From an optimization exercise on the open Yosys and OpenROAD flow, aimed at small area and a short achievable clock period; shortcuts taken in it are not production practice.
Where RTL was checked, it was by simulation tests only, not by an equivalence proof against the original.

P:
==> flow/design.v <==
`timescale 1ns/1ps
module ao8 (
    input  logic [7:0] s,
    input  logic [7:0] d,
    output logic       y
);
    assign y = |(s & d);
endmodule
module nor2m (input logic a, b, output logic y);
    assign y = ~(a | b);
endmodule
module nor3m (input logic a, b, c, output logic y);
    assign y = ~(a | b | c);
endmodule
module nand4m (input logic a, b, c, d, output logic y);
    assign y = ~(a & b & c & d);
endmodule
module pre3 (
    input  logic [2:0] a,
    input  logic       idle,
    input  logic [7:0] t,
    output logic [7:0] y_n
);
    always_comb begin
        for (int i = 0; i < 8; i++)
            y_n[i] = ~((idle && a == i[2:0]) || t[i]);
    end
endmodule
module sel8 (
    input  logic       hi_n,
    input  logic [7:0] lo_n,
    input  logic       we,
    input  logic       we_n,
    output logic [7:0] rsel,
    output logic [7:0] wen
);
    assign rsel = ~({8{hi_n}} | lo_n | {8{we}});
    assign wen  = ~({8{hi_n}} | lo_n | {8{we_n}});
endmodule
module bist #(
    parameter size   = 6,
    parameter length = 8
)(
    input  logic                 clk,
    input  logic                 rst,
    input  logic                 start,
    input  logic                 csin,
    input  logic                 rwbarin,
    input  logic                 opr,
    input  logic [size-1:0]      address,
    input  logic [length-1:0]    datain,
    output logic [length-1:0]    dataout,
    output logic                 fail
);
    logic       NbarT;
    logic       cout;
    logic [7:0] qlo;        
    logic [7:0] qhi;        
    logic       q6;         
    logic       pat;        
    wire next_T = NbarT ? ~cout : start;
    always_ff @(posedge clk or posedge rst) begin
        if (rst)
            NbarT <= 1'b0;
        else
            NbarT <= next_T;
    end
    always_ff @(posedge clk or posedge rst) begin
        if (rst) begin
            qlo <= 8'd0;
            qhi <= 8'd0;
        end else if (!next_T) begin
            qlo <= 8'd0;
            qhi <= 8'd0;
        end else if (!NbarT) begin
            qlo <= 8'd1;
            qhi <= 8'd1;
        end else begin
            qlo <= {qlo[6:0], qlo[7]};
            if (qlo[7])
                qhi <= {qhi[6:0], qhi[7]};
        end
    end
    always_ff @(posedge clk) begin
        if (!NbarT) begin
            q6   <= 1'b0;
            cout <= 1'b0;
        end else begin
            if (qlo[7] && qhi[7])
                q6 <= ~q6;
            cout <= qlo[7] && qhi[7] && q6;
        end
    end
    wire q_zero = qlo[0] && qhi[0] && !q6;
    always_ff @(posedge clk or posedge rst) begin
        if (rst)
            pat <= 1'b0;
        else if (NbarT && q_zero)
            pat <= 1'b1;
    end
    wire [7:0] P = {pat, 1'b0, pat, 1'b0, pat, 1'b0, pat, 1'b0};
    wire       idle = ~NbarT;
    wire       we   = NbarT ? ~q6 : ~rwbarin;
    wire       we_n = ~we;
    wire [7:0] wd   = NbarT ? P   : datain;
    logic [7:0] lo_n, hi_n;
    pre3 u_lo (.a(address[2:0]), .idle(idle), .t(qlo), .y_n(lo_n));
    pre3 u_hi (.a(address[5:3]), .idle(idle), .t(qhi), .y_n(hi_n));
    logic [63:0] rsel, wen;
    for (genvar h = 0; h < 8; h++) begin : g_sel
        sel8 u_sel (.hi_n(hi_n[h]), .lo_n(lo_n), .we(we), .we_n(we_n),
                    .rsel(rsel[h*8 +: 8]), .wen(wen[h*8 +: 8]));
    end
    logic [7:0] mem [64];
    for (genvar r = 0; r < 64; r++) begin : g_word
        always_ff @(posedge clk) begin
            if (wen[r])
                mem[r] <= wd;
        end
    end
    wire [7:0] bw = wd & {8{we}};
    logic [7:0] rd;
    for (genvar b = 0; b < 8; b++) begin : g_bit
        logic [63:0] col;
        logic [7:0]  p;
        logic [3:0]  n;
        for (genvar r = 0; r < 64; r++) begin : g_col
            assign col[r] = mem[r][b];
        end
        for (genvar m = 0; m < 8; m++) begin : g_p
            ao8 u_ao (.s(rsel[m*8 +: 8]), .d(col[m*8 +: 8]), .y(p[m]));
        end
        nor2m  u_n0 (.a(p[0]), .b(p[1]), .y(n[0]));
        nor2m  u_n1 (.a(p[2]), .b(p[3]), .y(n[1]));
        nor2m  u_n2 (.a(p[4]), .b(p[5]), .y(n[2]));
        nor3m  u_n3 (.a(p[6]), .b(p[7]), .c(bw[b]), .y(n[3]));
        nand4m u_rd (.a(n[0]), .b(n[1]), .c(n[2]), .d(n[3]), .y(rd[b]));
    end
    logic [7:0] dout;
    always_ff @(posedge clk) begin
        dout <= rd;
    end
    assign dataout = dout;
    always_ff @(posedge clk or posedge rst) begin
        if (rst)
            fail <= 1'b0;
        else if (NbarT && q_zero)
            fail <= 1'b0;
        else if (NbarT && opr && q6 && (dataout != P))
            fail <= 1'b1;
    end
endmodule
export LEC_CHECK = 0
export CAP_MARGIN = 20
export CORE_MARGIN = 2
export CORE_UTILIZATION = 60
export CTS_CLUSTER_DIAMETER = 120
export CTS_CLUSTER_SIZE = 24
export SETUP_SLACK_MARGIN = 3.4
export SLEW_MARGIN = 20
export SYNTH_HIERARCHICAL = 1
create_clock -name core_clock -period 6.0 [get_ports {clk}]
run.sh (not shown) runs the stock make flow with config.mk's settings and CLKGATE_MAP_FILE= SYNTH_SCRIPT=/design/flow/synth_recipe.tcl, a recipe that flattens the netlist after the stock synthesis.
P: all stages complete, timing, DRC and antenna checks passed
[inputs] Q vs P
--- a/flow/design.v
+++ b/flow/design.v
@@ -27,17 +27,27 @@
     end
 endmodule
 module sel8 (
     input  logic       hi_n,
     input  logic [7:0] lo_n,
-    input  logic       we,
-    input  logic       we_n,
+    input  logic       test,
+    input  logic       q6,
+    input  logic       rwbarin,
     output logic [7:0] rsel,
     output logic [7:0] wen
 );
+    wire we = test ? ~q6 : ~rwbarin;
     assign rsel = ~({8{hi_n}} | lo_n | {8{we}});
-    assign wen  = ~({8{hi_n}} | lo_n | {8{we_n}});
+    assign wen  = ~({8{hi_n}} | lo_n | {8{~we}});
+endmodule
+module wdat (
+    input  logic [7:0] datain,
+    input  logic       test,
+    input  logic       pat,
+    output logic [7:0] wd
+);
+    assign wd = test ? {pat, 1'b0, pat, 1'b0, pat, 1'b0, pat, 1'b0} : datain;
 endmodule
 module bist #(
     parameter size   = 6,
     parameter length = 8
 )(
@@ -99,25 +109,28 @@
             pat <= 1'b1;
     end
     wire [7:0] P = {pat, 1'b0, pat, 1'b0, pat, 1'b0, pat, 1'b0};
     wire       idle = ~NbarT;
     wire       we   = NbarT ? ~q6 : ~rwbarin;
-    wire       we_n = ~we;
     wire [7:0] wd   = NbarT ? P   : datain;
     logic [7:0] lo_n, hi_n;
     pre3 u_lo (.a(address[2:0]), .idle(idle), .t(qlo), .y_n(lo_n));
     pre3 u_hi (.a(address[5:3]), .idle(idle), .t(qhi), .y_n(hi_n));
     logic [63:0] rsel, wen;
     for (genvar h = 0; h < 8; h++) begin : g_sel
-        sel8 u_sel (.hi_n(hi_n[h]), .lo_n(lo_n), .we(we), .we_n(we_n),
-                    .rsel(rsel[h*8 +: 8]), .wen(wen[h*8 +: 8]));
+        sel8 u_sel (.hi_n(hi_n[h]), .lo_n(lo_n), .test(NbarT), .q6(q6),
+                    .rwbarin(rwbarin), .rsel(rsel[h*8 +: 8]), .wen(wen[h*8 +: 8]));
     end
     logic [7:0] mem [64];
+    logic [7:0] wdg [4];
+    for (genvar g = 0; g < 4; g++) begin : g_wd
+        wdat u_wd (.datain(datain), .test(NbarT), .pat(pat), .wd(wdg[g]));
+    end
     for (genvar r = 0; r < 64; r++) begin : g_word
         always_ff @(posedge clk) begin
             if (wen[r])
-                mem[r] <= wd;
+                mem[r] <= wdg[r / 16];
         end
     end
     wire [7:0] bw = wd & {8{we}};
     logic [7:0] rd;
     for (genvar b = 0; b < 8; b++) begin : g_bit
Findings:
Comparing P and Q, the lower global-route wire length before repair was measured on Q. Comparing sum of routed wire segments on met1 for P and Q, the bigger number came from P. P tops out at a lower clock frequency than Q. Q: minimum setup slack after placement is 0.040 ns lower than what P reported. NOTE: post-synthesis cell count in Q exceeds that of P. In the tables for P and Q, synthesized area reads higher with Q. P has lower height of the chip than Q. The xor and xnor fraction of the mapped netlist area of P and that of Q are within noise of each other. Summary — met3 usage in global routing, Q relative to P: lower, by 0.78 points. Inverter count, P and Q, lower one = Q. Re post-placement cell area: Q is 330 µm² up on P.
For P, only the layout was checked, not whether the RTL still works.

* * *

sierra:
Another version of the RTL of bist (not shown whole).
Size in the first run: roughly 1200 cells after synthesis, about 29 I/O pins, roughly 21000 um2 of cells after synthesis.
==> module bist, before the edit <==
module bist #(
    parameter size   = 6,
    parameter length = 8
)(
    input  logic                 clk,
    input  logic                 rst,
    input  logic                 start,
    input  logic                 csin,
    input  logic                 rwbarin,
    input  logic                 opr,
    input  logic [size-1:0]      address,
    input  logic [length-1:0]    datain,
    output logic [length-1:0]    dataout,
    output logic                 fail
);
    logic       NbarT;
    logic [6:0] q;
    logic       cout;
    logic       pat;        
    always_ff @(posedge clk or posedge rst) begin
        if (rst)
            NbarT <= 1'b0;
        else if (NbarT)
            NbarT <= ~cout;
        else
            NbarT <= start;
    end
    always_ff @(posedge clk) begin
        if (!NbarT) begin
            q    <= 7'd0;
            cout <= 1'b0;
        end else begin
            q    <= q + 7'd1;
            cout <= (q == 7'd127);
        end
    end
    wire q_zero = (q == 7'd0);
    always_ff @(posedge clk or posedge rst) begin
        if (rst)
            pat <= 1'b0;
        else if (NbarT && q_zero)
            pat <= 1'b1;
    end
    wire [7:0] P = {pat, 1'b0, pat, 1'b0, pat, 1'b0, pat, 1'b0};
    wire [5:0] a  = NbarT ? q[5:0] : address;
    wire       we = NbarT ? ~q[6]  : ~rwbarin;
    wire [7:0] wd = NbarT ? P      : datain;
    logic [7:0] mem [64];
    for (genvar r = 0; r < 64; r++) begin : g_word
        always_ff @(posedge clk) begin
            if (we && a == r[5:0])
                mem[r] <= wd;
        end
    end
    logic [15:0] lsel;
    always_comb begin
        for (int l = 0; l < 16; l++)
            lsel[l] = (a[3:0] == l[3:0]);
    end
    logic [7:0] cand [4];
    logic [3:0] hsel;
    for (genvar j = 0; j < 4; j++) begin : g_cand
        logic [7:0] rd;
        for (genvar b = 0; b < 8; b++) begin : g_bit
            logic [15:0] col;
            logic [1:0]  half;
            for (genvar l = 0; l < 16; l++) begin : g_col
                assign col[l] = mem[j*16 + l][b];
            end
            ao8 u_lo (.s(lsel[7:0]),  .d(col[7:0]),  .y(half[0]));
            ao8 u_hi (.s(lsel[15:8]), .d(col[15:8]), .y(half[1]));
            assign rd[b] = half[0] | half[1];
        end
        always_ff @(posedge clk) begin
            cand[j] <= we ? wd : rd;
        end
    end
    always_ff @(posedge clk) begin
        for (int j = 0; j < 4; j++)
            hsel[j] <= (a[5:4] == j[1:0]);
    end
    for (genvar b = 0; b < 8; b++) begin : g_out
        ao4 u_out (.s(hsel), .d({cand[3][b], cand[2][b], cand[1][b], cand[0][b]}),
                   .y(dataout[b]));
    end
    always_ff @(posedge clk or posedge rst) begin
        if (rst)
            fail <= 1'b0;
        else if (NbarT && q_zero)
            fail <= 1'b0;
        else if (NbarT && opr && q[6] && (dataout != P))
            fail <= 1'b1;
    end
endmodule
clock: 6.0 ns
lec_check: 0
cap_margin: 20
core_margin: 2
core_utilization: 60
cts_cluster_diameter: 120
cts_cluster_size: 24
setup_slack_margin: 3.0
slew_margin: 20
synth_hierarchical: 1
Input changes introduced in raven (baseline for comparison: sierra):
diff --git a/flow/design.v b/flow/design.v
--- a/flow/design.v
+++ b/flow/design.v
@@ -61,9 +61,17 @@
     wire       we = NbarT ? ~q[6]  : ~rwbarin;
     wire [7:0] wd = NbarT ? P      : datain;
+    logic       pw;
+    logic [5:0] pa;
+    logic [7:0] pd;
+    always_ff @(posedge clk) begin
+        pw <= we;
+        pa <= a;
+        pd <= wd;
+    end
     logic [7:0] mem [64];
     for (genvar r = 0; r < 64; r++) begin : g_word
         always_ff @(posedge clk) begin
-            if (we && a == r[5:0])
-                mem[r] <= wd;
+            if (pw && pa == r[5:0])
+                mem[r] <= pd;
         end
     end
@@ -73,4 +81,5 @@
             lsel[l] = (a[3:0] == l[3:0]);
     end
+    wire lhit = pw && (pa[3:0] == a[3:0]);
     logic [7:0] cand [4];
     logic [3:0] hsel;
@@ -88,5 +97,10 @@
         end
         always_ff @(posedge clk) begin
-            cand[j] <= we ? wd : rd;
+            if (we)
+                cand[j] <= wd;
+            else if (lhit && pa[5:4] == j[1:0])
+                cand[j] <= pd;
+            else
+                cand[j] <= rd;
         end
     end
[summary]
Of sierra and raven, the run reporting the higher number of ordinary and repair buffers in the finished layout was sierra. Changes observed in raven relative to sierra: number of sequential storage elements picked up an extra 2.7%, met1 wire length picked up an extra 1300 um, setup slack lost 32 ps, post-synthesis instance area picked up an extra 2.9%. Compared with sierra, raven shows a number of well taps that is 1.6% higher.
Function not checked in sierra: the RTL went through the layout flow alone.

what the ideal ports hide:
How much do the figures lean on ideal ports? The routed layouts below were timed once more, with nothing changed but the port constraints.
Step 1 (the two cells are an assumption about what drives the block):
set clk [get_ports {clk}]
set_driving_cell -lib_cell sky130_fd_sc_hd__clkbuf_16 $clk
set_driving_cell -lib_cell sky130_fd_sc_hd__buf_2 [delete_from_list [all_inputs] $clk]
Step 2 also shifts input and output timing later by t, the mid clock arrival at the registers, as if the neighbouring blocks saw the same clock.
Slacks: no drivers / after step 1 / after step 2; pairs: no drivers / after step 1.
run	shift t [ns]	setup slack, ns	worst hold slack (ns)	worst setup path at the end	slew at the worst register clock pin (ns)
P	0.623	3.334 / 3.347 / 2.725	0.551 / 0.551 / 0.551	input to register	0.11 / 0.11
Q	0.617	3.350 / 3.371 / 2.761	0.553 / 0.553 / 0.553	input to register	0.10 / 0.10
sierra	0.625	3.095 / 3.050 / 2.503	0.415 / 0.415 / 0.415	input to register	0.10 / 0.10
raven	0.619	3.063 / 3.075 / 2.477	0.413 / 0.413 / 0.413	input to register	0.10 / 0.10
After both steps setup and hold are still met in every run listed. For P, which loses most, drivers alone change the setup slack by +0.013 ns; drivers and shift together by -0.609 ns.
